Source: an optimization exercise on an open RTL-to-GDS flow (aim: a short achievable clock period and few clock cycles). Production flows keep margins and buffers that such runs may drop. Where RTL was checked, it was by simulation tests only, not by an equivalence proof against the original. Power is estimated from default activity; no workload was simulated.

==> inputs of harbor <==
==> flow/design.v (excerpt) <==
module simple_proc (clk, resetn, sw, mem_rdata, mem_addr, mem_wdata, mem_we,
                    led, hex0, hex1, hex2, hex3, hex4, hex5, hex6);
Settings: LEC_CHECK=0, ABC_CLOCK_PERIOD_IN_PS=2500, CAP_MARGIN=20, CORE_MARGIN=2, CORE_UTILIZATION=40, SETUP_SLACK_MARGIN=3.8, SLEW_MARGIN=20; clock period 6.3 ns.
run.sh (not shown) runs the stock make flow with config.mk's settings and CLKGATE_MAP_FILE= SYNTH_SCRIPT=/design/flow/synth_recipe.tcl, a recipe that flattens the netlist after the stock synthesis.
==> fjord (differences from harbor) <==
--- a/flow/design.v
+++ b/flow/design.v
@@ -26,14 +26,15 @@
 	reg rq_p, ar_p, rq_i, ar_i;
 	reg [15:0] rq_t, ar_t;
 	reg pv;                  
 	reg [11:0] pt;           
 	reg jbad;                
 	reg [15:0] jtg;          
 	reg [2:0] cnt;           
+	reg [5:0] cth;           
 	reg [15:0] pc;           
 	reg pcfix;               
 	reg ldw;                 
 	reg ldc;                 
 	reg jg;                  
 	reg [2:0] dx;            
 	reg [15:0] R0, R1, R2, R3, R4, R5, R6;
@@ -101,18 +102,18 @@
 	wire ry4 = ((rg4 & ys) != 8'd0) | (ybp & far[3]);
 	wire [7:0] eqt = {pc == qt0, R6 == qt0, R5 == qt0, R4 == qt0, R3 == qt0, R2 == qt0, R1 == qt0, R0 == qt0};
 	wire ry_eqt = ((eqt & ys) != 8'd0) | (ybp & (ar == qt0));
 	reg gnz0;                
 	wire gnz = w2g ? arnz : gnz0;
 	wire x7 = xd[7];
 	reg dep;                 
-	wire e_ok = (cnt != 3'd0) & ~ldc & ~jg & ~dep & ~jbad;
-	wire have_imm = qi0 | (cnt >= 3'd2) | acc_in;
-	wire [15:0] immv = qi0 ? qt0 : (cnt >= 3'd2) ? q1 : mem_rdata;
-	wire immp = (cnt >= 3'd2) ? (qp1 | qi1) : (ar_p | ar_i);
+	wire e_ok = cth[0] & ~ldc & ~jg & ~dep & ~jbad;
+	wire have_imm = qi0 | cth[1] | acc_in;
+	wire [15:0] immv = qi0 ? qt0 : cth[1] ? q1 : mem_rdata;
+	wire immp = cth[1] ? (qp1 | qi1) : (ar_p | ar_i);
 	wire i_mv   = e_ok & (d_mv | (d_mvnz & gnz));
 	wire i_mvi  = e_ok & d_mvi & have_imm;
 	wire i_alu  = e_ok & d_alu;
 	wire i_ld   = e_ok & d_ld;
 	wire i_st   = e_ok & d_st;
 	wire ld_mem = i_ld;
 	wire st_mem = i_st & ry0;
@@ -145,27 +146,27 @@
 	reg [15:0] nt [0:5];
 	reg np [0:5];
 	reg ni [0:5];
 	integer i;
 	always @(*) begin
 		for (i = 0; i < 6; i = i + 1) begin
 			case (i + ncons)
-				0: begin nq[i] = (cnt > 3'd0) ? q0 : mem_rdata; np[i] = (cnt > 3'd0) ? qp0 : ar_p; ni[i] = (cnt > 3'd0) ? qi0 : ar_i; nt[i] = (cnt > 3'd0) ? qt0 : ar_t; end
-				1: begin nq[i] = (cnt > 3'd1) ? q1 : mem_rdata; np[i] = (cnt > 3'd1) ? qp1 : ar_p; ni[i] = (cnt > 3'd1) ? qi1 : ar_i; nt[i] = (cnt > 3'd1) ? qt1 : ar_t; end
-				2: begin nq[i] = (cnt > 3'd2) ? q2 : mem_rdata; np[i] = (cnt > 3'd2) ? qp2 : ar_p; ni[i] = (cnt > 3'd2) ? qi2 : ar_i; nt[i] = (cnt > 3'd2) ? qt2 : ar_t; end
-				3: begin nq[i] = (cnt > 3'd3) ? q3 : mem_rdata; np[i] = (cnt > 3'd3) ? qp3 : ar_p; ni[i] = (cnt > 3'd3) ? qi3 : ar_i; nt[i] = (cnt > 3'd3) ? qt3 : ar_t; end
-				4: begin nq[i] = (cnt > 3'd4) ? q4 : mem_rdata; np[i] = (cnt > 3'd4) ? qp4 : ar_p; ni[i] = (cnt > 3'd4) ? qi4 : ar_i; nt[i] = (cnt > 3'd4) ? qt4 : ar_t; end
-				5: begin nq[i] = (cnt > 3'd5) ? q5 : mem_rdata; np[i] = (cnt > 3'd5) ? qp5 : ar_p; ni[i] = (cnt > 3'd5) ? qi5 : ar_i; nt[i] = (cnt > 3'd5) ? qt5 : ar_t; end
+				0: begin nq[i] = cth[0] ? q0 : mem_rdata; np[i] = cth[0] ? qp0 : ar_p; ni[i] = cth[0] ? qi0 : ar_i; nt[i] = cth[0] ? qt0 : ar_t; end
+				1: begin nq[i] = cth[1] ? q1 : mem_rdata; np[i] = cth[1] ? qp1 : ar_p; ni[i] = cth[1] ? qi1 : ar_i; nt[i] = cth[1] ? qt1 : ar_t; end
+				2: begin nq[i] = cth[2] ? q2 : mem_rdata; np[i] = cth[2] ? qp2 : ar_p; ni[i] = cth[2] ? qi2 : ar_i; nt[i] = cth[2] ? qt2 : ar_t; end
+				3: begin nq[i] = cth[3] ? q3 : mem_rdata; np[i] = cth[3] ? qp3 : ar_p; ni[i] = cth[3] ? qi3 : ar_i; nt[i] = cth[3] ? qt3 : ar_t; end
+				4: begin nq[i] = cth[4] ? q4 : mem_rdata; np[i] = cth[4] ? qp4 : ar_p; ni[i] = cth[4] ? qi4 : ar_i; nt[i] = cth[4] ? qt4 : ar_t; end
+				5: begin nq[i] = cth[5] ? q5 : mem_rdata; np[i] = cth[5] ? qp5 : ar_p; ni[i] = cth[5] ? qi5 : ar_i; nt[i] = cth[5] ? qt5 : ar_t; end
 				default: begin nq[i] = mem_rdata; np[i] = ar_p; ni[i] = ar_i; nt[i] = ar_t; end
 			endcase
 		end
 	end
-	wire [15:0] s0 = (cnt > 3'd0) ? q0 : mem_rdata;
-	wire [15:0] s1 = (cnt > 3'd1) ? q1 : mem_rdata;
-	wire [15:0] s2 = (cnt > 3'd2) ? q2 : mem_rdata;
+	wire [15:0] s0 = cth[0] ? q0 : mem_rdata;
+	wire [15:0] s1 = cth[1] ? q1 : mem_rdata;
+	wire [15:0] s2 = cth[2] ? q2 : mem_rdata;
 	wire [2:0] cw, cx, cd;
 	nq_wait w0 (.w(s0), .x(X), .dx(dx), .x7(x7), .alu(d_alu), .cw(cw[0]), .cx(cx[0]), .cd(cd[0]));
 	nq_wait w1 (.w(s1), .x(X), .dx(dx), .x7(x7), .alu(d_alu), .cw(cw[1]), .cx(cx[1]), .cd(cd[1]));
 	nq_wait w2 (.w(s2), .x(X), .dx(dx), .x7(x7), .alu(d_alu), .cw(cw[2]), .cx(cx[2]), .cd(cd[2]));
 	wire ncw = (ncons == 2'd0) ? cw[0] : (ncons == 2'd1) ? cw[1] : cw[2];
 	wire ncx = (ncons == 2'd0) ? cx[0] : (ncons == 2'd1) ? cx[1] : cx[2];
 	wire ncd = (ncons == 2'd0) ? cd[0] : (ncons == 2'd1) ? cd[1] : cd[2];
@@ -183,26 +184,30 @@
 	wire [7:0] nyo = (ncons == 2'd0) ? dyo[0] : (ncons == 2'd1) ? dyo[1] : dyo[2];
 	wire [7:0] nop8 = (ncons == 2'd0) ? dop[0] : (ncons == 2'd1) ? dop[1] : dop[2];
 	wire nxe = (ncons == 2'd0) ? dxe[0] : (ncons == 2'd1) ? dxe[1] : dxe[2];
 	wire nye = (ncons == 2'd0) ? dye[0] : (ncons == 2'd1) ? dye[1] : dye[2];
 	wire nxbp = w2n & nxe;
 	wire nybp = w2n & nye;
 	wire inflight = (rq_k == K_FETCH) & (rq_ep == ep);
-	wire f_ok = (cnt <= 3'd3) | ((cnt == 3'd4) & ~(acc_in & inflight)) | ((cnt == 3'd5) & ~acc_in & ~inflight);
+	wire f_ok = ~cth[3] | (~cth[4] & ~(acc_in & inflight)) | (~cth[5] & ~acc_in & ~inflight);
+	wire [5:0] th0 = {total > 3'd5, total > 3'd4, total > 3'd3, total > 3'd2, total > 3'd1, total > 3'd0};
+	wire [5:0] th1 = {total_m1 > 3'd5, total_m1 > 3'd4, total_m1 > 3'd3, total_m1 > 3'd2, total_m1 > 3'd1, total_m1 > 3'd0};
+	wire [5:0] th2 = {total_m2 > 3'd5, total_m2 > 3'd4, total_m2 > 3'd3, total_m2 > 3'd2, total_m2 > 3'd1, total_m2 > 3'd0};
 	always @(posedge clk) begin
 		if (~resetn) begin
 			ma <= 12'd0;
 			mwe <= 1'b0;
 			rq_k <= K_FETCH;
 			rq_ep <= 1'b0;
 			ar_k <= K_NONE;
 			ar_ep <= 1'b0;
 			ep <= 1'b0;
 			fp <= 12'd0;
 			cnt <= 3'd0;
+			cth <= 6'd0;
 			pc <= 16'd1;
 			pcfix <= 1'b0;
 			ldw <= 1'b0;
 			ldc <= 1'b0;
 			jg <= 1'b0;
 			wv <= 1'b0;
 			w2g <= 1'b0;
@@ -227,26 +232,28 @@
 				ldw <= 1'b1;
 			else if (ld_arr)
 				ldw <= 1'b0;
 			ldc <= ld_mem ? ncx : (ldw & ~ld_arr & ncd);
 			if (redirect) begin
 				ep <= ~ep;
 				cnt <= 3'd0;
+				cth <= 6'd0;
 				pc <= tgt;
 				pcfix <= 1'b1;
 				fp <= tgt[11:0];
 				pv <= 1'b0;
 				ma <= tgt[11:0];
 				mwe <= 1'b0;
 				rq_k <= K_FETCH;
 				rq_ep <= ~ep;
 				rq_p <= 1'b0;
 				rq_i <= 1'b0;
 			end else begin
 				cnt <= (ncons == 2'd0) ? total : (ncons == 2'd1) ? total_m1 : total_m2;
+				cth <= (ncons == 2'd0) ? th0 : (ncons == 2'd1) ? th1 : th2;
 				pcfix <= 1'b0;
 				pc <= j_pr ? qt0 + 16'd1 : (pcfix | ((ncons != 2'd0) & ~d_mvi)) ? pc1 : (ncons != 2'd0) ? pc2 : pc;
 				if (ld_mem | st_mem) begin
 					ma <= RY[11:0];
 					mwe <= st_mem;
 					rq_k <= st_mem ? K_NONE : K_DATA;
 				end else if (f_ok) begin
@@ -379,15 +386,18 @@
 					btgt[j] <= itg2;
 					bk[j] <= ik2;
 				end else if (binv[j])
 					bv[j] <= 1'b0;
 		end
 	end
 	wire [15:0] wd_e = immv;
-	wire [3:0] fwd = {wd_e[15:12] == 4'h4, wd_e[15:12] == 4'h2, wd_e[15:12] == 4'h1, wd_e[15:12] == 4'h0};
+	wire [3:0] fqt = {qt0[15:12] == 4'h4, qt0[15:12] == 4'h2, qt0[15:12] == 4'h1, qt0[15:12] == 4'h0};
+	wire [3:0] fq1 = {q1[15:12] == 4'h4, q1[15:12] == 4'h2, q1[15:12] == 4'h1, q1[15:12] == 4'h0};
+	wire [3:0] fmr = {mem_rdata[15:12] == 4'h4, mem_rdata[15:12] == 4'h2, mem_rdata[15:12] == 4'h1, mem_rdata[15:12] == 4'h0};
+	wire [3:0] fwd = qi0 ? fqt : cth[1] ? fq1 : fmr;
 	wire [3:0] fld = {ldv[15:12] == 4'h4, ldv[15:12] == 4'h2, ldv[15:12] == 4'h1, ldv[15:12] == 4'h0};
 	wire [6:0] we_w = w2m;
 	wire [7:0] we_l = ld_arr ? (8'd1 << dx) : 8'd0;
 	always @(posedge clk) begin
 		if (we_e[0]) begin R0 <= wd_e; F0 <= fwd; end else if (we_w[0]) begin R0 <= ar; F0 <= far; end else if (we_l[0]) begin R0 <= ldv; F0 <= fld; end
 		if (we_e[1]) begin R1 <= wd_e; F1 <= fwd; end else if (we_w[1]) begin R1 <= ar; F1 <= far; end else if (we_l[1]) begin R1 <= ldv; F1 <= fld; end
 		if (we_e[2]) begin R2 <= wd_e; F2 <= fwd; end else if (we_w[2]) begin R2 <= ar; F2 <= far; end else if (we_l[2]) begin R2 <= ldv; F2 <= fld; end
==> flow/config.mk (replaced) <==
export PLATFORM = sky130hd
export DESIGN_NAME = simple_proc
export DESIGN_NICKNAME = simple_proc
export VERILOG_FILES = /design/flow/design.v
export SDC_FILE = /design/flow/constraint.sdc
export NUM_CORES = 4
export LEC_CHECK = 0
export ABC_CLOCK_PERIOD_IN_PS = 2500
export CAP_MARGIN = 20
export CORE_MARGIN = 2
export CORE_UTILIZATION = 30
export SETUP_SLACK_MARGIN = 3.8
export SLEW_MARGIN = 20
==> notes <==
In sequential power, fjord and harbor hardly differ.
Wire length is about the same in harbor and fjord.
Against harbor, the clock skew of fjord is lower by 0.0070 ns.
Hold slack: harbor is worse than fjord (0.0040 ns).
Of harbor and fjord, harbor has the higher power (gap about 6%, measured against fjord).
In fjord the non-clock buffer count is lower than in harbor, by 58.
In fjord the sequential share of layout area is higher than in harbor, by 0.40 points.
Of fjord and harbor, harbor has the higher utilization (gap 14 points).
Design area: fjord is lower than harbor (about 0.6%).
Against fjord, the die area of harbor is smaller by about 26%.
Between harbor and fjord, the lower register-to-register slack is in harbor (gap 0.05 ns).
==> figures <==
item	fjord	harbor
Length of the first detailed-routing pass in iterations	10	15
#FFs+latches synth	1,434	1,428
Terminus of the critical flop-to-flop path	core.pt[3]	core.ma[9]
R2r worst-path depth	12	11
Total power per unit cell area	463.2 mW/mm^2	487.3 mW/mm^2
Post CTS Setup Buffer Count	318	304
Required arrival time at the worst endpoint	6.67 ns	6.98 ns
Vias in the first global route	55,964	57,063
Count of inverters not on the clock network in the layout	89	95
FF-to-FF Start	core.pt[0]	core.jbad
Fillcell total	22,543	14,914
Core Footprint	0.2383 mm^2	0.1765 mm^2
Synthesized-area fraction occupied by ao, oa, aoi and oai cells	11.39%	12.28%
Share of the synthesized area in the top cell type	34.63%	35.02%
CTS clk-pin slew, worst paths	0.07 ns	0.06 ns
Finished layout cell area	0.09250 mm^2	0.09308 mm^2
Library cell contributing the largest single delay on the critical path	sky130_fd_sc_hd__nand4_1	sky130_fd_sc_hd__or4_4
Amount of wire on met3 after detailed routing	39.22 mm	40.19 mm
Place WS	1.866 ns	2.034 ns
Post-Synth Adder-Cell Area	1.325%	1.125%
Post-layout total power	42.85 mW	45.36 mW
Status	complete, no violations	complete, no violations
Final critical-path required period	2.899 ns	2.949 ns
Testbench counts of fjord, summed over its fixed seeds: cycles 34,074.
For harbor, only the layout was checked, not whether the RTL still works.

## static timing again, ports no longer ideal
How much do the figures lean on ideal ports? The routed layouts below were timed once more, with nothing changed but the port constraints. Step 1 sets driving cells, clkbuf_16 on the clock port and buf_2 on the other inputs (assumed; they add their load-dependent delay and slew). Step 2 times the ports against the registers' clock, not the clock port: input delays grow and output delays shrink by t, the midpoint of the rising clock arrivals with the driver on. a / b / c = ideal / step 1 / step 2; a / b = the first two.
run	t (ns)	setup WS [ns]	worst setup path at the end
harbor	0.891	3.351 / 3.351 / 2.601	input to register
fjord	0.901	3.401 / 3.380 / 2.737	input to register
After both steps setup and hold are still met in every run listed. The setup slack of harbor, which loses most, moves by 0.000 ns with the drivers and by -0.750 ns with both steps.
